Source: an optimization exercise on an open RTL-to-GDS flow (aim: small area, a short achievable clock period and few clock cycles). Production flows keep margins and buffers that such runs may drop.
In this exercise RTL edits were held to simulation tests only and were not proved equivalent to the original.

[design/flow/config.mk]
export PLATFORM = sky130hd
export DESIGN_NAME = MiniSRC
export DESIGN_NICKNAME = MiniSRC
export VERILOG_FILES = /design/flow/design.v
export SDC_FILE = /design/flow/constraint.sdc
export NUM_CORES = 4
export LEC_CHECK = 0
export CAP_MARGIN = 20
export CORE_MARGIN = 2
export CORE_UTILIZATION = 40
export SLEW_MARGIN = 20
[design/flow/run.sh]
#!/bin/bash
# synth_recipe.tcl (not shown) runs the flow's synth.tcl, then flattens the netlist and writes it again
# the make line also repeats each setting of config.mk as NAME=value (left out here)
make -C /OpenROAD-flow-scripts/flow DESIGN_CONFIG=/design/flow/config.mk WORK_HOME=/design/flow/orfs CLKGATE_MAP_FILE= SYNTH_SCRIPT=/design/flow/synth_recipe.tcl finish
[design/flow/design.v]
module Register_32 #(parameter INITIAL_VAL = 32'b0) (
	input clr,
	input clk,
	input enable,
	input [31:0] D,
	output reg [31:0] Q
);
	always @(posedge clk or posedge clr) 
		begin
			if (clr) begin
				Q <= 32'b0;
			end
			else if (enable) begin
				Q <= D;
			end
		end
endmodule
module Register_64 #(parameter INITIAL_VAL = 64'b0) (
	input clr,
	input clk,
	input enable,
	input [63:0] D,
	output reg [63:0] Q
);
	always @(posedge clk or posedge clr) 
		begin
			if (clr) begin
				Q = 64'b0;
			end
			else if (enable) begin
				Q = D;
			end
		end
endmodule
module MDR(input [31:0] BusMuxOut, Mdatain, input Read, clr, clk, MDRin, output [31:0] MDRout);
	wire [31:0] mux_out;
	assign mux_out = Read == 1 ? Mdatain : BusMuxOut;
	Register_32 MDR_reg(clr, clk, MDRin, mux_out, MDRout);
endmodule
module Z(input [63:0] Zdatain, input Zlowout, Zhighout, clr, clk, Zin, output [31:0] Zlowdataout, Zhighdataout);
	wire [63:0] Zdataout;
	Register_64 reg_64 (clr, clk, Zin, Zdatain, Zdataout);
	assign Zlowdataout = Zdataout[31:0];
	assign Zhighdataout = Zdataout[63:32];
endmodule
module PC #(parameter INITIAL_VAL = 32'b0) (input [31:0] data, input inc, clk, clr, in, output [31:0] reg_out);
	wire [31:0] reg_in;
	wire reg_enable;
	assign reg_enable = in | inc; 
	assign reg_in = inc == 1 ? reg_out + 1 : data;
	Register_32 #(INITIAL_VAL) register(clr, clk, reg_enable, reg_in, reg_out);
endmodule
module CON_FF(input [31:0] IR_bits, BusMuxOut, output CON);
	wire [3:0] decoder_out;
	wire eq, neq, geq, lt, nor_out, or_out; 
	Decoder_2_4 decoder(IR_bits[20:19], decoder_out);
	assign nor_out = ~|BusMuxOut;
	assign eq = nor_out & decoder_out[0]; 
	assign neq = ~nor_out & decoder_out[1];
	assign geq = ~BusMuxOut[31] & decoder_out[2];
	assign lt = BusMuxOut[31] & decoder_out[3];
	assign CON = (eq | neq) | (geq | lt); 	
endmodule
module Decoder_2_4(input [1:0] in, output reg [3:0] out);
	always @(*) begin
		case (in)
			2'b00: out = 4'b0001;
			2'b01: out = 4'b0010;
			2'b10: out = 4'b0100;
			2'b11: out = 4'b1000;
		endcase
	end
endmodule
module Decoder_4_16(input [3:0] in, output reg [15:0] out);
	always @(*) begin
		case (in)
			4'b0000: out = 16'b0000000000000001;
			4'b0001: out = 16'b0000000000000010;
			4'b0010: out = 16'b0000000000000100;
			4'b0011: out = 16'b0000000000001000;
			4'b0100: out = 16'b0000000000010000;
			4'b0101: out = 16'b0000000000100000;
			4'b0110: out = 16'b0000000001000000;
			4'b0111: out = 16'b0000000010000000;
			4'b1000: out = 16'b0000000100000000;
			4'b1001: out = 16'b0000001000000000;
			4'b1010: out = 16'b0000010000000000;
			4'b1011: out = 16'b0000100000000000;
			4'b1100: out = 16'b0001000000000000;
			4'b1101: out = 16'b0010000000000000;
			4'b1110: out = 16'b0100000000000000;
			4'b1111: out = 16'b1000000000000000;
		endcase
	end
endmodule
module Select_Encode(
input [31:0] IR_bits, 
input Gra, Grb, Grc, Rin,  
input Rout, BAout, 
output [15:0] register_outs, register_ins,
output [31:0] C_sign_extended
);
	wire [3:0] Ra, Rb, Rc, and_a;
	wire [3:0] and_b, and_c, or_out; 
	wire [15:0] decoder_out; 
	assign Ra = IR_bits[26:23];
	assign Rb = IR_bits[22:19];
	assign Rc = IR_bits[18:15];
	assign C_sign_extended = {{14{IR_bits[17]}}, IR_bits[17:0]};
	assign and_a = Ra & {4{Gra}}; 
	assign and_b = Rb & {4{Grb}}; 
	assign and_c = Rc & {4{Grc}}; 
	assign or_out = and_a | and_b | and_c;  
	Decoder_4_16 decoder(or_out, decoder_out);
	wire gate_bus_enabled;
	assign gate_bus_enabled = BAout | Rout;
	assign register_ins = {16{Rin}} & decoder_out; 
	assign register_outs = {16{gate_bus_enabled}} & decoder_out; 
endmodule
module Encoder_32_5 (input [31:0] in, output reg[4:0] out);
	always@(*) begin
		casez(in)
		32'b00000000000000000000000000000001 : out <= 5'b00000;
		32'b00000000000000000000000000000010 : out <= 5'b00001;
		32'b00000000000000000000000000000100 : out <= 5'b00010;
		32'b00000000000000000000000000001000 : out <= 5'b00011;
		32'b00000000000000000000000000010000 : out <= 5'b00100;
		32'b00000000000000000000000000100000 : out <= 5'b00101;
		32'b00000000000000000000000001000000 : out <= 5'b00110;
		32'b00000000000000000000000010000000 : out <= 5'b00111;
		32'b00000000000000000000000100000000 : out <= 5'b01000;
		32'b00000000000000000000001000000000 : out <= 5'b01001;
		32'b00000000000000000000010000000000 : out <= 5'b01010;
		32'b00000000000000000000100000000000 : out <= 5'b01011;
		32'b00000000000000000001000000000000 : out <= 5'b01100;
		32'b00000000000000000010000000000000 : out <= 5'b01101;
		32'b00000000000000000100000000000000 : out <= 5'b01110;
		32'b00000000000000001000000000000000 : out <= 5'b01111;
		32'b00000000000000010000000000000000 : out <= 5'b10000;
		32'b00000000000000100000000000000000 : out <= 5'b10001;
		32'b00000000000001000000000000000000 : out <= 5'b10010;
		32'b00000000000010000000000000000000 : out <= 5'b10011;
		32'b00000000000100000000000000000000 : out <= 5'b10100;
		32'b00000000001000000000000000000000 : out <= 5'b10101;
		32'b00000000010000000000000000000000 : out <= 5'b10110;
		32'b00000000100000000000000000000000 : out <= 5'b10111;
		32'b00000001000000000000000000000000 : out <= 5'b11000;
		32'b00000010000000000000000000000000 : out <= 5'b11001;
		32'b00000100000000000000000000000000 : out <= 5'b11010;
		32'b00001000000000000000000000000000 : out <= 5'b11011;
		32'b00010000000000000000000000000000 : out <= 5'b11100;
		32'b00100000000000000000000000000000 : out <= 5'b11101;
		32'b01000000000000000000000000000000 : out <= 5'b11110;
		32'b10000000000000000000000000000000 : out <= 5'b11111;
		default: out <= 5'b00000;
		endcase
	end
endmodule
module Multiplexer_32_1 (
	input [4:0] select,
 	input [31:0] in0, in1, in2, in3, in4, in5, in6, in7, in8, in9, 
	in10, in11, in12, in13, in14, in15, in16, in17, in18, in19, in20, 
	in21, in22, in23, in24, in25, in26, in27, in28, in29, in30, in31,
	output reg [31:0] MuxOut
);
	always@(*) begin
		case(select)
			5'd0 : MuxOut <= in0;
			5'd1 : MuxOut <= in1;
			5'd2 : MuxOut <= in2;
			5'd3 : MuxOut <= in3;
			5'd4 : MuxOut <= in4;
			5'd5 : MuxOut <= in5;
			5'd6 : MuxOut <= in6;
			5'd7 : MuxOut <= in7;
			5'd8 : MuxOut <= in8;
			5'd9 : MuxOut <= in9;
			5'd10 : MuxOut <= in10;
			5'd11 : MuxOut <= in11;
			5'd12 : MuxOut <= in12;
			5'd13 : MuxOut <= in13;
			5'd14 : MuxOut <= in14;
			5'd15 : MuxOut <= in15;
			5'd16 : MuxOut <= in16;
			5'd17 : MuxOut <= in17;
			5'd18 : MuxOut <= in18;
			5'd19 : MuxOut <= in19;
			5'd20 : MuxOut <= in20;
			5'd21 : MuxOut <= in21;
			5'd22 : MuxOut <= in22;
			5'd23 : MuxOut <= in23;
			5'd24 : MuxOut <= in24;
			5'd25 : MuxOut <= in25;
			5'd26 : MuxOut <= in26;
			5'd27 : MuxOut <= in27;
			5'd28 : MuxOut <= in28;
			5'd29 : MuxOut <= in29;
			5'd30 : MuxOut <= in30;
			5'd31 : MuxOut <= in31;
			default: MuxOut <= 32'b0;
		endcase
	end
endmodule
module Alu_Add_32 (
	input [31:0] x,
	input [31:0] y,
	input wire Cin,
	output wire [31:0] S
);
	wire [31:0] carries;
	assign carries[0] = Cin;
	generate
		genvar i;
		for (i = 0; i < 32; i = i + 1) begin: loop
			if (i == 31) begin 
				full_adder fa(carries[i], x[i], y[i], S[i]);
			end
			else begin
				full_adder fa(carries[i], x[i], y[i], S[i], carries[i+1]);
			end
		end
	endgenerate
endmodule
module full_adder(
	input Cin,
	input x,
	input y,
	output S,
	output Cout
);
	wire S1;
	wire Cout1;
	wire Cout2;
	wire C2;
	half_adder X (x, y, S1, Cout1);
	half_adder Y (Cin, S1, S, Cout2);
	assign Cout = Cout1|Cout2;
endmodule
module half_adder (
	input x,
	input y,
	output S,
	output C
);
	assign S = x^y;
	assign C = x&y;
endmodule
module Alu_Neg_32(input [31:0] X, output [31:0] Y);
	wire [31:0] t;
	Alu_Not_32 inv(X, t);
	Alu_Add_32 add(t, 32'b1, 1'b0, Y);
endmodule
module Alu_Not_32(input [31:0] X, output [31:0] Y);
	generate
		genvar i;
		for (i = 0; i < 32; i = i + 1) begin: loop
			assign Y[i] = !X[i];
		end
	endgenerate
endmodule
module Alu_Subtract_32 (
	input wire [31:0] X,
	input wire [31:0] Y,
	output wire [31:0] Z
);
	wire [31:0] t;
	Alu_Neg_32 neg(Y, t);
	Alu_Add_32 add(X, t, 1'b0, Z);
endmodule
module Alu_And_32(
	input wire [31:0] Ra,
	input wire [31:0] Rb,
	output wire [31:0] Rz
);
	assign Rz = Ra & Rb;
endmodule
module Alu_Or_32(
	input wire [31:0] Ra,
	input wire [31:0] Rb,
	output wire [31:0] Rz
);
	assign Rz = Ra | Rb;
endmodule
module Alu_Shift_Left_32(input [31:0] X, input [31:0] shift, output [31:0] Y);
	assign Y = X << shift; 
endmodule
module Alu_Shift_Right_32(input [31:0] X, input [31:0] shift, output [31:0] Y);
	assign Y = X >> shift; 
endmodule
module Alu_Shift_Right_Arith_32(input [31:0] X, input [31:0] shift, output [31:0] Y);
	wire [31:0] temp;
	assign temp = X[31] == 1 ? 32'HFFFFFFFF : 32'b0;
	assign Y = (X >> shift) | (temp << (32 - shift));  
endmodule
module Alu_Rotate_Left_32 (
	input [31:0] in,
	input [31:0] shift,
	output [31:0] out
);
	assign out = (in << shift) | (in >> (32 - shift));
endmodule
module Alu_Rotate_Right_32 (
	input [31:0] in,
	input [31:0] shift,
	output [31:0] out
);
	assign out = (in >> shift) | (in << (32 - shift));
endmodule
module Alu_Mul_SB_Ext(input A, A_2, P_in, S, C_in, H, D, output P_out, C_out);
	wire cas_in;
	assign cas_in = S ? A_2 : A;
	assign P_out = P_in ^ (cas_in & H) ^ (C_in & H);
	assign C_out = (P_in ^ D) & (cas_in | C_in) | (cas_in & C_in);
endmodule
module Alu_Mul_CB_Ext(input [2:0] X, output reg H, S, D);
	always @(X) begin
		case(X)
			3'b000: begin	
				H <= 0; S <= 0; D <=0;  
			end
			3'b001: begin
			H <= 1; S <= 0; D <= 0; 
			end
			3'b010: begin
				H <= 1; S <= 0; D <= 0; 
			end
			3'b011: begin
				H <= 1; S <= 1; D <= 0; 
			end
			3'b100: begin
				H <= 1; S <= 1; D <= 1; 
			end
			3'b101: begin
				H <= 1; S <= 0; D <= 1; 
			end
			3'b110: begin
				H <= 1; S <= 0; D <= 1; 
			end
			3'b111: begin
				H <= 0; S <=0; D <= 0;
			end	
		endcase
	end
endmodule
module Alu_Mul_Row_Ext(input [31:0] A, input [2:0] X, input [33:0] prev, output [33:0] t);
	wire S, H, D;
	Alu_Mul_CB_Ext cb(X, H, S, D);
	wire [34:0] carry;
	generate 
		genvar i;
		for (i = 0; i < 34; i = i + 1) begin: loop
			if (i == 0) begin
				Alu_Mul_SB_Ext sb(A[i], 1'b0, prev[i], S, 1'b0, H, D, t[i], carry[i]);
			end
			else if (i >= 31) begin
				Alu_Mul_SB_Ext sb(A[31], i >= 32 ? A[31] :  A[30], prev[i], S, carry[i-1], H, D, t[i], carry[i]);
			end
			else begin
				Alu_Mul_SB_Ext sb(A[i], A[i - 1], prev[i], S, carry[i-1], H, D, t[i], carry[i]);
			end
		end
	endgenerate
endmodule
module Alu_Mul_32_Ext (input [31:0] A, X, output [63:0] O);
	wire [33:0] t1, t2, t3, t4, t5, t6, t7, t8, t9, t10, t11, t12, t13, t14, t15, t16;
	Alu_Mul_Row_Ext r1(A, {X[1:0], 1'b0}, 34'b0, t1);
	assign O[1:0] = t1[1:0];
	Alu_Mul_Row_Ext r2(A, X[3:1], {t1[33], t1[33], t1[33], t1[32:2]}, t2);
	assign O[3:2] = t2[1:0];
	Alu_Mul_Row_Ext r3(A, X[5:3], {t2[33], t2[33], t2[33], t2[32:2]}, t3);
	assign O[5:4] = t3[1:0];
	Alu_Mul_Row_Ext r4(A, X[7:5], {t3[33], t3[33], t3[33], t3[32:2]}, t4);
	assign O[7:6] = t4[1:0];
	Alu_Mul_Row_Ext r5(A, X[9:7], {t4[33], t4[33], t4[33], t4[32:2]}, t5);
	assign O[9:8] = t5[1:0];
	Alu_Mul_Row_Ext r6(A, X[11:9], {t5[33], t5[33], t5[33], t5[32:2]}, t6);
	assign O[11:10] = t6[1:0];
	Alu_Mul_Row_Ext r7(A, X[13:11], {t6[33], t6[33], t6[33], t6[32:2]}, t7);
	assign O[13:12] = t7[1:0];
	Alu_Mul_Row_Ext r8(A, X[15:13], {t7[33], t7[33], t7[33], t7[32:2]}, t8);
	assign O[15:14] = t8[1:0];
	Alu_Mul_Row_Ext r9(A, X[17:15], {t8[33], t8[33], t8[33], t8[32:2]}, t9);
	assign O[17:16] = t9[1:0];
	Alu_Mul_Row_Ext r10(A, X[19:17], {t9[33], t9[33], t9[33], t9[32:2]}, t10);
	assign O[19:18] = t10[1:0];
	Alu_Mul_Row_Ext r11(A, X[21:19], {t10[33], t10[33], t10[33], t10[32:2]}, t11);
	assign O[21:20] = t11[1:0];
	Alu_Mul_Row_Ext r12(A, X[23:21], {t11[33], t11[33], t11[33], t11[32:2]}, t12);
	assign O[23:22] = t12[1:0];
	Alu_Mul_Row_Ext r13(A, X[25:23], {t12[33], t12[33], t12[33], t12[32:2]}, t13);
	assign O[25:24] = t13[1:0];
	Alu_Mul_Row_Ext r14(A, X[27:25], {t13[33], t13[33], t13[33], t13[32:2]}, t14);
	assign O[27:26] = t14[1:0];
	Alu_Mul_Row_Ext r15(A, X[29:27], {t14[33], t14[33], t14[33], t14[32:2]}, t15);
	assign O[29:28] = t15[1:0];
	Alu_Mul_Row_Ext r16(A, X[31:29], {t15[33], t15[33], t15[33], t15[32:2]}, t16);
	assign O[63:30] = t16;
endmodule
module Alu_Div_32(input [31:0] dividend, divisor, input clk, clr, rst, rdy, output reg done, 
output [31:0] remainder, output [31:0] quotient);
	reg [31:0] Q;
	reg [32:0] A;
	reg [31:0] M;
	reg[5:0] count;
	reg temp;
	assign remainder[31:0] = A[31:0];
	assign quotient = Q;
	reg [32:0] A_n;
	reg [31:0] M_n, Q_n;
	reg [5:0] count_n;
	reg done_n;
	always @(posedge clk or posedge clr) begin
		if (clr) begin
			A <= 33'b0; M <= 32'b0; Q <= 32'b0; done <= 0; count <= 6'd32;
		end else begin
			A <= A_n; M <= M_n; Q <= Q_n; done <= done_n; count <= count_n;
		end
	end
	always @(*) begin
		A_n = A; M_n = M; Q_n = Q; count_n = count; done_n = done; temp = 1'b0;
		if (rst == 1) begin 
			A_n = 33'b0;
			M_n = 32'b0;
			Q_n = 32'b0;
			done_n = 0;
			temp = 0; 
			count_n = 6'd32;
		end
		else if (rdy) begin
			if (count_n == 32) begin 
				M_n = divisor;
				Q_n = dividend;
				if (M_n[31] == 1) begin 
					M_n = ~M_n + 1;
				end
				if (Q_n[31] == 1) begin 
					Q_n = ~Q_n + 1;
				end
			end 
			if (count_n > 0) begin
				temp = Q_n[31];
				A_n = A_n << 1;
				Q_n = Q_n << 1;
				A_n[0] = temp; 
				if (A_n[32] == 0) begin
					A_n = A_n + (~M_n + 1);
				end else begin
					A_n = A_n + M_n;  
				end
				Q_n[0] = !A_n[32];
				count_n = count_n - 6'b1;
			end else begin
				if (done_n == 0) begin
					if (A_n[32] == 1) begin
						A_n = A_n + M_n;
					end
					if (dividend[31] ^ divisor[31] == 1) begin
						Q_n = ~Q_n + 1;
					end
				end
				done_n = 1;
			end
		end
	end
endmodule
module ALU(
	input AND, OR, ADD, SUB, MUL, DIV, SHR, 
	input SHL, ROR, ROL, NEG, NOT, SHRA, BRANCH,
	input clk, clr, div_rst, con,
	input [31:0] A, input [31:0] B, 
	output reg [63:0] C,
	output div_done
);
	wire [31:0] sub_out, ror_out, rol_out, or_out, and_out, add_out; 
	wire [31:0] div_out_lo, div_out_hi, not_out, neg_out, shr_out, shl_out, shra_out;
	wire [63:0] mul_out; 
	always @(*) begin 
		C[63:0] = 32'b0;
		if (AND == 1) begin 
			C[31:0] = and_out;
		end
		else if (OR == 1) begin
			C[31:0] = or_out;
		end
		else if (ADD == 1) begin
			C[31:0] = add_out;
		end
		else if (SUB == 1) begin
			C[31:0] = sub_out;
		end
		else if (MUL == 1) begin
			C = mul_out;
		end
		else if (DIV == 1) begin
			C[31:0] = div_out_lo;
			C[63:32] = div_out_hi;
		end
		else if (SHR == 1) begin
			C[31:0] = shr_out;
		end
		else if (SHL == 1) begin
			C[31:0] = shl_out;
		end
		else if (ROR == 1) begin
			C[31:0] = ror_out;
			C[63:32] = 32'b0;
		end
		else if (ROL == 1) begin
			C[31:0] = rol_out;
		end
		else if (NEG == 1) begin
			C[31:0] = neg_out;
		end
		else if (NOT == 1) begin
			C[31:0] = not_out;
		end
		else if (SHRA == 1) begin 
			C[31:0] = shra_out;
		end
		else if (BRANCH == 1) begin
			if (con) begin
				C[31:0] = add_out; 
			end 
			else begin
				C[31:0] = A;
			end
		end
	end
	Alu_Subtract_32 subtract (A, B, sub_out);
	Alu_Rotate_Right_32 rotate_right(A, B, ror_out);
	Alu_Rotate_Left_32 rotate_left(A, B, rol_out);
	Alu_Or_32 or_32(A, B, or_out);
	Alu_And_32 and_32 (A, B, and_out);
	Alu_Add_32 add(A, B,   1'b0, add_out);
	Alu_Div_32 div(A, B, clk, clr, div_rst, DIV, div_done, div_out_hi, div_out_lo);
	Alu_Mul_32_Ext mul(A, B, mul_out);
	Alu_Not_32 not_32(B, not_out);
	Alu_Neg_32 neg(B, neg_out);
	Alu_Shift_Right_32 shift_right(A, B, shr_out);
	Alu_Shift_Left_32 shift_left(A, B, shl_out);
	Alu_Shift_Right_Arith_32 shift_right_a(A, B, shra_out);
endmodule
module Control(
input clk, Reset, div_done,
input [4:0] opcode_next,
output reg Run,
output reg PCout, MDRout, Zhighout, Zlowout, HIin, LOin,
output reg MDRin, MARin, div_rst,
output reg Zin, Yin, IRin, PCin, Read, Write, IncPC,
output reg BAout, InPortout, OutPortin,
output reg Gra, Grb, Grc, Rin, Rout, Cout, CONin,
output reg HIout, LOout,
output reg AND, OR, ADD, SUB, MUL, DIV, SHR, 
output reg SHL, ROR, ROL, NEG, NOT, SHRA, BRANCH,
output reg R15in,
output reg [7:0] present_state
);
	parameter reset_state = 8'd0, fetch0 = 8'd1, fetch1 = 8'd2, fetch2 = 8'd3;
	parameter add3 = 8'd4, add4 = 8'd5, add5 = 8'd6; 
	parameter sub3 = 8'd7, sub4 = 8'd8, sub5 = 8'd9; 
	parameter and3 = 8'd10, and4 = 8'd11, and5 = 8'd12;
	parameter or3 = 8'd13, or4 = 8'd14, or5 = 8'd15; 
	parameter shr3 = 8'd16, shr4 = 8'd17, shr5 = 8'd18;
	parameter shra3 = 8'd19, shra4 = 8'd20, shra5 = 8'd21;
	parameter shl3 = 8'd22, shl4 = 8'd23, shl5 = 8'd24;
	parameter ror3 = 8'd25, ror4 = 8'd26, ror5 = 8'd27; 
	parameter rol3 = 8'd28, rol4 = 8'd29, rol5 = 8'd30;
	parameter addi3 = 8'd31, addi4 = 8'd32, addi5 = 8'd33;
	parameter andi3 = 8'd34, andi4 = 8'd35, andi5 = 8'd36;
	parameter ori3 = 8'd37, ori4 = 8'd38, ori5 = 8'd39;
	parameter mul3 = 8'd40, mul4 = 8'd41, mul5 = 8'd42,  mul6 = 8'd43;
	parameter div3 = 8'd44, div4 = 8'd45, div5 = 8'd46,  div6 = 8'd47, div7 = 8'd48;
	parameter neg3 = 8'd49, neg4 = 8'd50;
	parameter not3 = 8'd51, not4 = 8'd52;
	parameter br3 = 8'd53, br4 = 8'd54, br5 = 8'd55, br6 = 8'd56;
	parameter ld3 = 8'd57, ld4 = 8'd58, ld5 = 8'd59, ld6 = 8'd60, ld7 = 8'd61;
	parameter ldi3 = 8'd62, ldi4 = 8'd63, ldi5 = 8'd64;
	parameter st3 = 8'd65, st4 = 8'd66, st5 = 8'd67, st6 = 8'd68, st7 = 8'd69;
	parameter jr3 = 8'd70;
	parameter jal3 = 8'd71, jal4 = 8'd72, jal5 = 8'd73;
	parameter in3 = 8'd74;
	parameter out3 = 8'd75;
	parameter mfhi3 = 8'd76;
	parameter mflo3 = 8'd77;
	parameter halt3 = 8'd78;
	reg [7:0] next_state;
	always @(*) begin
		next_state = present_state;
		case(present_state)
			reset_state : next_state = fetch0;
			fetch0 : next_state = fetch1;
			fetch1 : next_state = fetch2; 
			fetch2: begin
				case (opcode_next)
				5'b00011: next_state = add3; 
				5'b00100: next_state = sub3;
				5'b00101: next_state = and3;
				5'b00110: next_state = or3;
				5'b00111: next_state = shr3;
				5'b01000: next_state = shra3;
				5'b01001: next_state = shl3;
				5'b01010: next_state = ror3;
				5'b01011: next_state = rol3;
				5'b01100: next_state = addi3;
				5'b01101: next_state = andi3;
				5'b01110: next_state = ori3;
				5'b01111: next_state = mul3;
				5'b10000: next_state = div3;
				5'b10001: next_state = neg3;
				5'b10010: next_state = not3;
				5'b10011: next_state = br3;
				5'b00000: next_state = ld3;
				5'b00001: next_state = ldi3;
				5'b00010: next_state = st3;
				5'b10100: next_state = jr3;
				5'b10101: next_state = jal3;
				5'b10110: next_state = in3;
				5'b10111: next_state = out3;
				5'b11000: next_state = mfhi3;
				5'b11001: next_state = mflo3;
				5'b11010: next_state = reset_state;
				5'b11011: next_state = halt3;
				endcase
			end
			add3: next_state = add4;
			add4: next_state = add5;
			add5: next_state = reset_state;
			sub3: next_state = sub4;
			sub4: next_state = sub5;
			sub5: next_state = reset_state; 
			and3: next_state = and4;
			and4: next_state = and5;
			and5: next_state = reset_state;
			or3: next_state = or4;
			or4: next_state = or5;
			or5: next_state = reset_state;
			shr3: next_state = shr4;
			shr4: next_state = shr5;
			shr5: next_state = reset_state;
			shra3: next_state = shra4;
			shra4: next_state = shra5;
			shra5: next_state = reset_state;
			shl3: next_state = shl4;
			shl4: next_state = shl5;
			shl5: next_state = reset_state;
			ror3: next_state = ror4;
			ror4: next_state = ror5;
			ror5: next_state = reset_state;
			rol3: next_state = rol4;
			rol4: next_state = rol5;
			rol5: next_state = reset_state;
			addi3: next_state = addi4;
			addi4: next_state = addi5;
			addi5: next_state = reset_state;
			andi3: next_state = andi4;
			andi4: next_state = andi5;
			andi5: next_state = reset_state;
			ori3: next_state = ori4;
			ori4: next_state = ori5;
			ori5: next_state = reset_state;
			mul3: next_state = mul4;
			mul4: next_state = mul5;
			mul5: next_state = mul6;
			mul6: next_state = reset_state;
			div3: next_state = div4;
			div4: begin
					if (div_done) begin
						next_state = div5;
					end
				end
			div5: next_state = div6;
			div6: next_state = div7;
			div7: next_state = reset_state;	
			neg3: next_state = neg4;
			neg4: next_state = reset_state;
			not3: next_state = not4;
			not4: next_state = reset_state;
			br3: next_state = br4;
			br4: next_state = br5;
			br5: next_state = br6;
			br6: next_state = reset_state;
			ld3: next_state = ld4;
			ld4: next_state = ld5;
			ld5: next_state = ld6;
			ld6: next_state = ld7;
			ld7: next_state = reset_state;
			ldi3: next_state = ldi4;
			ldi4: next_state = ldi5;
			ldi5: next_state = reset_state;
			st3: next_state = st4;
			st4: next_state = st5;
			st5: next_state = st6;
			st6: next_state = st7;
			st7: next_state = reset_state;
			jr3: next_state = reset_state;
			jal3: next_state = jal4;
			jal4: next_state = jal5;
			jal5: next_state = reset_state;
			in3: next_state = reset_state;
			out3: next_state = reset_state;
			mfhi3: next_state = reset_state;
			mflo3: next_state = reset_state;
		endcase
	end
	always @(posedge clk or posedge Reset) begin
		if (Reset == 1) begin
			present_state <= reset_state;
			PCout <= 0; MDRout <= 0; Zhighout <= 0; Zlowout <= 0;
			HIout <= 0; LOout <= 0; MDRin <= 0; MARin <= 0;
			div_rst <= 0; Zin <= 0; Yin <= 0; HIin <=0; LOin <= 0;
			IRin <= 0; PCin <= 0; Read <= 0; Write <= 0; IncPC <= 0;
			BAout <= 0; InPortout <= 0; OutPortin <= 0; Gra <= 0;
			Grb <= 0; Grc <= 0; Rin <= 0; Rout <= 0; Cout <= 0;
			CONin <= 0; AND <= 0; OR <= 0; ADD <= 0; SUB <= 0;
			MUL <= 0; DIV <= 0; SHR <= 0; SHL <= 0; ROR <= 0;
			ROL <= 0; NEG <= 0; NOT <= 0; SHRA <= 0; BRANCH <= 0;
			R15in <= 0; Run <= 1;
		end
		else begin
			present_state <= next_state;
			case(next_state)
				reset_state: begin
					PCout <= 0; MDRout <= 0; Zhighout <= 0; Zlowout <= 0;
					HIout <= 0; LOout <= 0; MDRin <= 0; MARin <= 0;
					div_rst <= 0; Zin <= 0; Yin <= 0; HIin <=0; LOin <= 0;
					IRin <= 0; PCin <= 0; Read <= 0; Write <= 0; IncPC <= 0;
					BAout <= 0; InPortout <= 0; OutPortin <= 0; Gra <= 0;
					Grb <= 0; Grc <= 0; Rin <= 0; Rout <= 0; Cout <= 0;
					CONin <= 0; AND <= 0; OR <= 0; ADD <= 0; SUB <= 0;
					MUL <= 0; DIV <= 0; SHR <= 0; SHL <= 0; ROR <= 0;
					ROL <= 0; NEG <= 0; NOT <= 0; SHRA <= 0; BRANCH <= 0;
					R15in <= 0; Run <= 1;
				end
				fetch0: begin
					PCout<= 1; MARin <= 1; 
				end
				fetch1: begin
					PCout <= 0; MARin <= 0;
					IncPC <= 1; Read <= 1; 
					MDRin <= 1;
				end
				fetch2: begin
					MDRin <= 0; Read <= 0;
					IncPC <= 0; 
					MDRout<= 1; IRin <= 1;
				end
				add3: begin
					MDRout <= 0; IRin <= 0;
					Grb <= 1; Rout <= 1; Yin <= 1;
				end
				add4: begin 
					Grb <= 0; Yin <= 0;
					Grc <= 1; ADD <= 1; Zin <= 1; 
				end
				add5: begin
					Grc <= 0; ADD <= 0; Zin <= 0; Rout <= 0;
					Zlowout <= 1; Gra <= 1; Rin <= 1;
				end
				sub3: begin
					MDRout <= 0; IRin <= 0;
					Grb <= 1; Rout <= 1; Yin <= 1;
				end
				sub4: begin 
					Grb <= 0; Yin <= 0;
					Grc <= 1; SUB <= 1; Zin <= 1; 
				end
				sub5: begin
					Grc <= 0; SUB <= 0; Zin <= 0; Rout <= 0;
					Zlowout <= 1; Gra <= 1; Rin <= 1;
				end
				and3: begin
					MDRout <= 0; IRin <= 0;
					Grb <= 1; Rout <= 1; Yin <= 1;
				end
				and4: begin 
					Grb <= 0; Yin <= 0;
					Grc <= 1; AND <= 1; Zin <= 1; 
				end
				and5: begin
					Grc <= 0; AND <= 0; Zin <= 0; Rout <= 0;
					Zlowout <= 1; Gra <= 1; Rin <= 1;
				end
				or3: begin
					MDRout <= 0; IRin <= 0;
					Grb <= 1; Rout <= 1; Yin <= 1;
				end
				or4: begin 
					Grb <= 0; Yin <= 0;
					Grc <= 1; OR <= 1; Zin <= 1; 
				end
				or5: begin
					Grc <= 0; OR <= 0; Zin <= 0; Rout <= 0;
					Zlowout <= 1; Gra <= 1; Rin <= 1;
				end
				shr3: begin
					MDRout <= 0; IRin <= 0;
					Grb <= 1; Rout <= 1; Yin <= 1;
				end
				shr4: begin 
					Grb <= 0; Yin <= 0;
					Grc <= 1; SHR <= 1; Zin <= 1; 
				end
				shr5: begin
					Grc <= 0; SHR <= 0; Zin <= 0; Rout <= 0;
					Zlowout <= 1; Gra <= 1; Rin <= 1;
				end
				shra3: begin
					MDRout <= 0; IRin <= 0;
					Grb <= 1; Rout <= 1; Yin <= 1;
				end
				shra4: begin 
					Grb <= 0; Yin <= 0;
					Grc <= 1; SHRA <= 1; Zin <= 1; 
				end
				shra5: begin
					Grc <= 0; SHRA <= 0; Zin <= 0; Rout <= 0;
					Zlowout <= 1; Gra <= 1; Rin <= 1;
				end	
				shl3: begin
					MDRout <= 0; IRin <= 0;
					Grb <= 1; Rout <= 1; Yin <= 1;
				end
				shl4: begin 
					Grb <= 0; Yin <= 0;
					Grc <= 1; SHL <= 1; Zin <= 1; 
				end
				shl5: begin
					Grc <= 0; SHL <= 0; Zin <= 0; Rout <= 0;
					Zlowout <= 1; Gra <= 1; Rin <= 1;
				end
				ror3: begin
					MDRout <= 0; IRin <= 0;
					Grb <= 1; Rout <= 1; Yin <= 1;
				end
				ror4: begin 
					Grb <= 0; Yin <= 0;
					Grc <= 1; ROR <= 1; Zin <= 1; 
				end
				ror5: begin
					Grc <= 0; ROR <= 0; Zin <= 0; Rout <= 0;
					Zlowout <= 1; Gra <= 1; Rin <= 1;
				end
				rol3: begin
					MDRout <= 0; IRin <= 0;
					Grb <= 1; Rout <= 1; Yin <= 1;
				end
				rol4: begin 
					Grb <= 0; Yin <= 0;
					Grc <= 1; ROL <= 1; Zin <= 1; 
				end
				rol5: begin
					Grc <= 0; ROL <= 0; Zin <= 0; Rout <= 0;
					Zlowout <= 1; Gra <= 1; Rin <= 1;
				end
				addi3: begin
					MDRout <= 0; IRin <= 0;
					Grb <= 1; Rout <= 1; Yin <= 1;
				end
				addi4: begin 
					Grb <= 0; Rout <= 0; Yin <= 0;
					Cout <= 1; ADD <= 1; Zin <= 1;
				end
				addi5: begin
					Cout <= 0; ADD <= 0; Zin <= 0;
					Zlowout <= 1; Gra <= 1; Rin <= 1;
				end
				andi3: begin
					MDRout <= 0; IRin <= 0;
					Grb <= 1; Rout <= 1; Yin <= 1;
				end
				andi4: begin 
					Grb <= 0; Rout <= 0; Yin <= 0;
					Cout <= 1; AND <= 1; Zin <= 1;
				end
				andi5: begin
					Cout <= 0; AND <= 0; Zin <= 0;
					Zlowout <= 1; Gra <= 1; Rin <= 1;
				end
				ori3: begin
					MDRout <= 0; IRin <= 0;
					Grb <= 1; Rout <= 1; Yin <= 1;
				end
				ori4: begin 
					Grb <= 0; Rout <= 0; Yin <= 0;
					Cout <= 1; OR <= 1; Zin <= 1;
				end
				ori5: begin
					Cout <= 0; OR <= 0; Zin <= 0;
					Zlowout <= 1; Gra <= 1; Rin <= 1;
				end
				mul3: begin
					MDRout <= 0; IRin <= 0;
					Gra <= 1; Rout <= 1; Yin <= 1;
				end
				mul4: begin 
					Gra <= 0; Yin <= 0;
					Grb <= 1; MUL <= 1; Zin <= 1;
				end
				mul5: begin
					Rout <= 0; MUL <= 0; Zin <= 0; Grb <= 0;
					Zlowout <= 1; LOin <= 1;
				end
				mul6: begin
					Zlowout <= 0; LOin <= 0;
					Zhighout <= 1; HIin <= 1;
				end				
				div3: begin
					MDRout <= 0; IRin <= 0;
					Gra <= 1; Rout <= 1; Yin <= 1;
				end
				div4: begin 
					Gra <= 0; Yin <= 0;
					Grb <= 1; DIV <= 1; 
				end
				div5: begin
					Zin <= 1;
				end
				div6: begin
					Rout <= 0;  Grb <= 0; 
					DIV <= 0; Zin <= 0;  
					div_rst <= 1;
					Zlowout <= 1; LOin <= 1;
				end
				div7: begin
					div_rst <= 0;
					Zlowout <= 0; LOin <= 0;
					Zhighout <= 1; HIin <= 1;
				end
				neg3: begin
					MDRout <= 0; IRin <= 0; 
					Grb <= 1; Rout <= 1; NEG <= 1;
					Zin <= 1;
				end
				neg4: begin 
					Grb <= 0; Rout <= 0; NEG <= 0; Zin <= 0;
					Gra <= 1; Rin <= 1; Zlowout <=1;
				end
				not3: begin
					MDRout <= 0; IRin <= 0; 
					Grb <= 1; Rout <= 1; NOT <= 1;
					Zin <= 1;
				end
				not4: begin 
					Grb <= 0; Rout <= 0; NOT <= 0; Zin <= 0;
					Gra <= 1; Rin <= 1; Zlowout <=1;
				end
				br3: begin
					MDRout <= 0; IRin <= 0; 
					Gra <= 1; Rout <= 1; CONin <= 1;
				end
				br4: begin 
					Gra <= 0; Rout <= 0; CONin <= 0;
					PCout <= 1; Yin <= 1;
				end
				br5: begin 
					PCout <= 0; Yin <= 0;
					Cout <= 1; BRANCH <= 1; Zin <= 1;
				end
				br6: begin 
					Cout <= 0; BRANCH <= 0; Zin <= 0;
					Zlowout <= 1; PCin <= 1;
				end
				ld3: begin
					MDRout <= 0; IRin <= 0; 
					Grb <= 1; BAout <= 1; Yin <= 1;
				end
				ld4: begin 
					Grb <= 0; BAout <= 0; Yin <= 0;
					Cout <= 1; ADD <= 1; Zin <= 1;
				end
				ld5: begin 
					Cout <= 0; ADD <= 0; Zin <= 0;
					Zlowout <= 1; MARin <= 1;
				end
				ld6: begin 
					Zlowout <= 0; MARin <= 0;
					Read <= 1; MDRin <= 1;
				end
				ld7: begin 
					Read <= 0; MDRin <= 0;
					MDRout <= 1; Gra <= 1; Rin <= 1; 
				end
				ldi3: begin
					MDRout <= 0; IRin <= 0; 
					Grb <= 1; BAout <= 1; Yin <= 1;
				end
				ldi4: begin 
					Grb <= 0; BAout <= 0; Yin <= 0;
					Cout <= 1; ADD <= 1; Zin <= 1;
				end
				ldi5: begin 
					Cout <= 0; ADD <= 0; Zin <= 0;
					Zlowout <= 1; Gra <= 1; Rin <= 1;
				end
				st3: begin
					IRin <= 0; MDRout <= 0;
					Grb <= 1; BAout <= 1; Yin <= 1;
				end
				st4: begin 
					Grb <= 0; BAout <= 0; Yin <= 0; 
					Cout <= 1; ADD <= 1; Zin <= 1;
				end
				st5: begin 
					Cout <= 0; ADD <= 0; Zin <= 0;
					Zlowout <= 1; MARin <= 1;
				end
				st6: begin 
					Zlowout <= 0; MARin <= 0;
					MDRin <= 1; Gra <= 1; BAout <= 1; 
				end
				st7: begin 
					MDRin <= 0; Gra <= 0; BAout <= 0;
					MDRout <= 1; Write <= 1;
				end
				jr3: begin
					IRin <= 0; MDRout <= 0;
					Gra <= 1; Rout <= 1; PCin <= 1;
				end
				jal3: begin
					IRin <= 0; MDRout <= 0;
				end
				jal4: begin
					R15in <= 1; PCout <= 1;
				end
				jal5: begin
					PCout <= 0; R15in <= 0;
					Gra <=1; Rout <= 1; PCin <= 1;
				end
				in3: begin
					MDRout<= 0; IRin <= 0;
					Gra <= 1; Rin <= 1; InPortout <= 1;
				end
				out3: begin
					MDRout<= 0; IRin <= 0;
					Gra <= 1; Rout <= 1; OutPortin <= 1;
				end
				mfhi3: begin
					MDRout<= 0; IRin <= 0;
					HIout <= 1; Gra <= 1; Rin <= 1;
				end
				mflo3: begin
					MDRout<= 0; IRin <= 0;
					LOout <= 1; Gra <= 1; Rin <= 1;
				end
				halt3: begin
					Run <= 0;
				end
			endcase
		end
	end
endmodule
module MiniSRC (
input clr, clk,
input  [31:0] mem_rdata,
output [8:0]  mem_addr,
output [31:0] mem_wdata,
output        mem_we,
input  [31:0] in_port,
output [31:0] out_port,
output        out_we,
output run
);
	wire [31:0] R0dataout, R1dataout, R2dataout;
	wire [31:0] R3dataout, R4dataout, R5dataout;
	wire [31:0] R6dataout, R7dataout, R8dataout;
	wire [31:0] R9dataout, R10dataout, R11dataout;
	wire [31:0] R12dataout, R13dataout, R14dataout;
	wire [31:0] R15dataout;
	wire [31:0] HIdataout, LOdataout;
	wire [31:0] IRdataout, BusMuxOut, Zlowdataout;
	wire [31:0] Zhighdataout, Ydataout, PCdataout;
	wire [31:0] MARdataout, MDRdataout;
	wire [31:0] InPortdataout, OutPortdataout;
	wire [63:0] ALUdataout;
	wire [15:0] register_outs;
	wire [15:0] register_ins;
	wire [31:0] RAMdataout, C_sign_extended;
	wire [7:0] present_state;
	wire Run;
	wire PCout, MDRout, Zhighout, Zlowout, HIin, LOin;
	wire MDRin, MARin, div_rst, div_done;
	wire Zin, Yin, IRin, PCin, Read, Write, IncPC;
	wire BAout, InPortout, OutPortin;
	wire Gra, Grb, Grc, Rin, Rout, Cout, CONin;
	wire HIout, LOout;
	wire AND, OR, ADD, SUB, MUL, DIV, SHR; 
	wire SHL, ROR, ROL, NEG, NOT, SHRA, BRANCH;
	wire R15in;
	wire [4:0] BusEncoderOut;
	wire CONdataout;
	wire [31:0] R0OutputToBusMuxIn;
	assign R0dataout = R0OutputToBusMuxIn & {32{!BAout}};
	wire CONout; 
	Select_Encode select_encode(IRdataout, Gra, Grb, Grc, Rin, 
		Rout, BAout, register_outs, register_ins, C_sign_extended);
	Register_32 R0(clr, clk, register_ins[0], BusMuxOut, R0OutputToBusMuxIn);
	Register_32 R1(clr, clk, register_ins[1], BusMuxOut, R1dataout);
	Register_32 R2(clr, clk, register_ins[2], BusMuxOut, R2dataout);
	Register_32 R3(clr, clk, register_ins[3], BusMuxOut, R3dataout);
	Register_32 R4(clr, clk, register_ins[4], BusMuxOut, R4dataout);
	Register_32 R5(clr, clk, register_ins[5], BusMuxOut, R5dataout);
	Register_32 R6(clr, clk, register_ins[6], BusMuxOut, R6dataout);
	Register_32 R7(clr, clk, register_ins[7], BusMuxOut, R7dataout);
	Register_32 R8(clr, clk, register_ins[8], BusMuxOut, R8dataout);
	Register_32 R9(clr, clk, register_ins[9], BusMuxOut, R9dataout);
	Register_32 R10(clr, clk, register_ins[10], BusMuxOut, R10dataout);
	Register_32 R11(clr, clk, register_ins[11], BusMuxOut, R11dataout);
	Register_32 R12(clr, clk, register_ins[12], BusMuxOut, R12dataout);
	Register_32 R13(clr, clk, register_ins[13], BusMuxOut, R13dataout);
	Register_32 R14(clr, clk, register_ins[14], BusMuxOut, R14dataout);
	Register_32 R15(clr, clk, register_ins[15] | R15in, BusMuxOut, R15dataout);
	Register_32 Y(clr, clk, Yin, BusMuxOut, Ydataout);
	Register_32 IR(clr, clk, IRin, BusMuxOut, IRdataout);
	Register_32 MAR(clr, clk, MARin, BusMuxOut, MARdataout);
	MDR MDR_reg(BusMuxOut, RAMdataout, Read, clr, clk, MDRin, MDRdataout);
	Register_32 HI(clr, clk, HIin, BusMuxOut, HIdataout);
	Register_32 LO(clr, clk, LOin, BusMuxOut, LOdataout);
	Z z_reg(ALUdataout, Zlowout, Zhighout, clr, clk, Zin, Zlowdataout, Zhighdataout);
	PC pc(BusMuxOut, IncPC, clk, clr, PCin, PCdataout);
	Register_32 InputPort(clr, clk, 1'b1, in_port, InPortdataout);
	Register_32 OutputPort(clr, clk, OutPortin, BusMuxOut, OutPortdataout);
	Register_32 CON(clr, clk, CONin, CONout, CONdataout);   
	assign RAMdataout = mem_rdata;
	assign mem_addr = MARdataout[8:0];
	assign mem_wdata = MDRdataout;
	assign mem_we = Write & !Read;
	assign out_port = OutPortdataout;
	assign out_we = OutPortin;
	assign run = Run;
	ALU alu(AND, OR, ADD, SUB, MUL, DIV, SHR, SHL, ROR, ROL, NEG, NOT, SHRA, 
			BRANCH, clk, clr, div_rst, CONdataout, Ydataout, BusMuxOut, ALUdataout, div_done);
	CON_FF con_ff(IRdataout, BusMuxOut, CONout);
	Encoder_32_5 BusEncoder({8'b0, LOout, HIout, Cout, InPortout, MDRout, PCout, Zlowout, Zhighout, register_outs}, BusEncoderOut);
	Multiplexer_32_1 BusMux(BusEncoderOut, R0dataout, R1dataout, R2dataout, R3dataout, R4dataout, 
	R5dataout, R6dataout, R7dataout, R8dataout, R9dataout, R10dataout, R11dataout, 
	R12dataout, R13dataout, R14dataout, R15dataout, Zhighdataout, Zlowdataout, PCdataout, 
	MDRdataout, InPortdataout, C_sign_extended, HIdataout, LOdataout, 32'b0, 32'b0, 32'b0, 32'b0, 32'b0, 32'b0, 32'b0, 32'b0, BusMuxOut);
	Control control(
		clk, clr, div_done, BusMuxOut[31:27], Run,
		PCout, MDRout, Zhighout, Zlowout, HIin, LOin,
		MDRin, MARin, div_rst,
		Zin, Yin, IRin, PCin, Read, Write, IncPC,
		BAout, InPortout, OutPortin,
		Gra, Grb, Grc, Rin, Rout, Cout, CONin,
		HIout, LOout,
		AND, OR, ADD, SUB, MUL, DIV, SHR, 
		SHL, ROR, ROL, NEG, NOT, SHRA, BRANCH,
		R15in, present_state
	);
endmodule
[design/flow/constraint.sdc]
create_clock -name core_clock -period 36.0 [get_ports {clk}]
set_input_delay 7.2000 -clock core_clock [delete_from_list [all_inputs] [get_ports {clk}]]
set_output_delay 7.2000 -clock core_clock [all_outputs]
set_load 0.01 [all_outputs]
==> flow_summary_export.csv <==
group,metric,value,unit
sta,setup_slack_of_the_critical_path_after_layout,1720,ps
floorplan,floorplan.die_area,301000,sq um
final_layout,largest_registers,"z_reg.reg_64.Q: 64 flops, alu.div.A: 33 flops",
yosys,synth_area_per_cell,7.18,sq um
clock_network,cts.sinks,992,
yosys,synth.net_count,16800,
yosys,async_reset_ff_share,100,%
placement,post_placement_worst_setup_slack,490,ps
clock_network,clk_transition_reported_paths,70,ps
setup_path,timing.setup.critical_path_class,"flip-flop to flip-flop",
yosys,synth_warnings,13,
final_layout,layout.cell_area.non_filler,130000,sq um
global_routing,first_global_vias,117000,
min_path,worst_hold_path_type,"flip-flop to flip-flop",
final_layout,drive_gt1_share,9.89,%
clock_network,ctsHoldBuffers,0,
detailed_routing,firstDrtPassIters,9,
floorplan,die_h,548,um
final_layout,max_flop_register,"z_reg.reg_64.Q",
yosys,post_synth_inst_count,16500,
sta,final-max-slew-violation-count,0,
final_layout,layout.nets,16300,
yosys,yosys.area_share.adder,4.69,%
sta,tightestPinTransition,1280,ps
detailed_routing,totalWireLength,553,mm
sta,maxSlewHeadroom,14.4,%
detailed_routing,detail_route.vias_per_cell,6.54,
floorplan,ioPinCount,142,
final_layout,layout_common_cells,"2258 x nor2_1, 1792 x a21oi_1, 1583 x nand2_1",
yosys,yosys_register_bits,992,
final_layout,largest_reg_flops,64,
run_status,run_status,"finished clean",
detailed_routing,first_iter_violations,15800,
setup_path,critical_path.endpoint_type,"flip-flop",
setup_path,worst_ep_required_time,36670,ps
clock_network,tritoncts_clock_tree,"done",
yosys,synth_seq_area_share,21.0,%
setup_path,timing.critical_path.arrival,34950,ps
sta,max_freq,29.2,MHz
detailed_routing,detailed_route_drc_error_count,0,
final_layout,fillerInstances,30100,
floorplan,floorplan.initialDensity,40.3,%
yosys,synth_top_family_by_area,"compound AO/OA/AOI/OAI gates",
clock_network,htree_levels,3,
setup_path,cp_common_cell,"maj3_2",
setup_path,critical_path.max_fanout,30,
global_routing,grt_max_degree,133,
yosys,synth_compound_gate_area_share,32.7,%
yosys,synth.mux.area_fraction,5.04,%
floorplan,core,294000,sq um
floorplan,row_count,199,
setup_path,worstSetupStartpointType,"flip-flop",
clock_network,worst_skew_pair.late_latency,790,ps
detailed_routing,routed_wire_length_per_instance,27.6,um
yosys,synth-edff-count,0,
global_routing,grt_first_pass_wirelength,804,mm
sta,setup_viol_count_final,0,
placement,post-dp-hpwl,393,mm
yosys,synthSimpleGateAreaFrac,22.3,%
placement,place_area,125000,sq um
sta,post-route-min-period,34280,ps
yosys,post_synth_num_cell_types,153,
final_layout,multi_input_area,89700,sq um
sta,hold_violations,0,
floorplan,die_w,548,um
job,drv_cap,0,
setup_path,timing.critical_path.slowest_stage_cell,"nor3_1",
clock_network,cts_made_buffers,108,
placement,place.gp.congestion,1.08,
global_routing,antenna_found_initial,21,
placement,port_buffers,141,
final_layout,sequential_cell_area,24900,sq um
clock_network,cts_root_buffer,"clkbuf_16",
setup_path,worst_path_largest_cell_delay,850,ps
yosys,postSynth.topFlopCell,"dfrtp_1",
detailed_routing,postRouteAntennaNets,0,
final_layout,layout_commonest_cell,"nor2_1",
yosys,post_synth_instance_area,118000,sq um
global_routing,total_grt_overflow,0,
yosys,synth_xor_xnor_area_share,9.25,%
final_layout,syn2layout_area_growth,9.72,%
sta,final.setup_skew,56.5,ps
detailed_routing,vias,131000,
clock_network,cts_max_path_buffers,3,
global_routing,all_layer_gr_usage,35.1,%
sta,layout_worst_path_cycle_share,95.2,%
[worst max-delay path, delay by kind of cell, from the launching register on]
family | cells | cell delay (ps)
mux | 6 | 1890
simple gates | 31 | 9020
fa+ha+maj | 18 | 6520
buf+inv | 6 | 1590
flops | 1 | 480
xor+xnor | 17 | 2980
compound gates | 48 | 11600
[layer usage]
layer	global-route usage, %	routed length, um
met1	46.4	223000
met2	52.4	231000
met4	21.6	40400
met5	0	91
met3	6.81	58500
[Yosys cell counts, drive strengths merged (66+ instances only)]
library cell	number	area [sq um]
a2111oi	68	693
a211oi	328	2500
a21o	293	2200
a21oi	1835	9260
a221oi	127	1170
a22o	85	744
a22oi	192	1500
a31oi	215	1390
and2	144	903
and3	158	998
buf	265	1100
clkbuf	1028	3860
dfrtp	990	24800
ha	195	2440
inv	257	965
maj3	179	1860
mux2	133	1500
mux2i	433	4340
nand2	1589	5970
nand3	446	2250
nand4	135	845
nor2	2316	8750
nor3	417	2200
nor4	108	707
o2111ai	66	608
o211ai	213	1610
o21a	130	977
o21ai	1150	5780
o221ai	71	634
o22ai	148	938
o31ai	142	1130
or2	91	569
or3	154	973
xnor2	1001	8980
xor2	165	1480
[path summary, 6_finish.rpt]
| kind | start | end | slack [ps] | cells past startpoint |
|---|---|---|---|---|
| setup / recovery | control.LOout$_DFFE_PP0P_ | z_reg.reg_64.Q[62]$_DFFE_PP0P_ | 1720 | 126 |
| hold / removal | R9.Q[1]$_DFFE_PP0P_ | R9.Q[1]$_DFFE_PP0P_ | 480 | 2 |
| setup reg to reg | control.LOout$_DFFE_PP0P_ | z_reg.reg_64.Q[62]$_DFFE_PP0P_ | 1720 | 126 |
| hold reg to reg | R9.Q[1]$_DFFE_PP0P_ | R9.Q[1]$_DFFE_PP0P_ | 480 | 2 |
| max in group asynchronous | clr | R2.Q[19]$_DFFE_PP0P_ | 25930 | 5 |
| min in group asynchronous | clr | R2.Q[13]$_DFFE_PP0P_ | 7060 | 2 |
[final cells by class]
type                       instances  share of cell area, %
timing repair buffer             678                   4.25
inverter                         281                  0.824
clock buffer                     139                   2.30
antenna                            5                0.00962
sequential                       992                   19.2
clock inverter                    64                  0.660
tap                             3919                   3.77
multi-input combinational      13900                   69.0
[repair_timing]
action | CTS | global route
resized for setup | 0 | 196
hold endpoints to repair | 0 | 0
endpoints found under the setup margin | 0 | 13
setup buffers | 0 | 45
[stage by stage]
step	hold WS [ps]	utilization (%)	setup TNS (ps)	std cells
6_report	479	44.2	0	20000
5_1_grt	505	44.2	-220	20000
4_1_cts	481	43.7	0	20000
3_5_place_dp	467	42.4	0	19800
3_3_place_gp	458	42.3	0	19800
2_1_floorplan	435	-	0	16500
[kinds of logic (layout without fill, tap and decap cells)]
logic type / after synthesis / count (layout)
other: 0 / 5
AO/OA/AOI/OAI: 5872 / 5872
multiplexers: 572 / 572
flip-flops: 992 / 992
buffers and inverters: 1574 / 1162
XOR/XNOR: 1188 / 1188
adder cells (fa/ha/maj): 437 / 437
AND/OR/NAND/NOR: 5859 / 5859
Testbench counts, summed over its fixed seeds: cycles 796,135.

[what the ideal ports hide]
The results above use ideal ports. As a check the final layout listed here was re-extracted and re-timed, cells and wires unchanged.
Step 1, drivers: a clkbuf_16 drives clk and a buf_2 each remaining input, both assumed.
Step 2 moves the port delays by t, midway between the first and last clock arrival at a register: inputs arrive t later, outputs are due t later. That takes back most of the time a late clock gives input paths.
Three values: ideal, step 1, step 2; two values: the first two.
t (ns): 0.845
slack for setup (ns): 1.721 / 1.721 / 1.721
worst setup path at the end: register to register
clock arrival spread, ns: 0.057 / 0.057
After both steps this run still meets setup and hold. For this run, drivers alone change the setup slack by 0.000 ns; drivers and shift together by 0.000 ns.
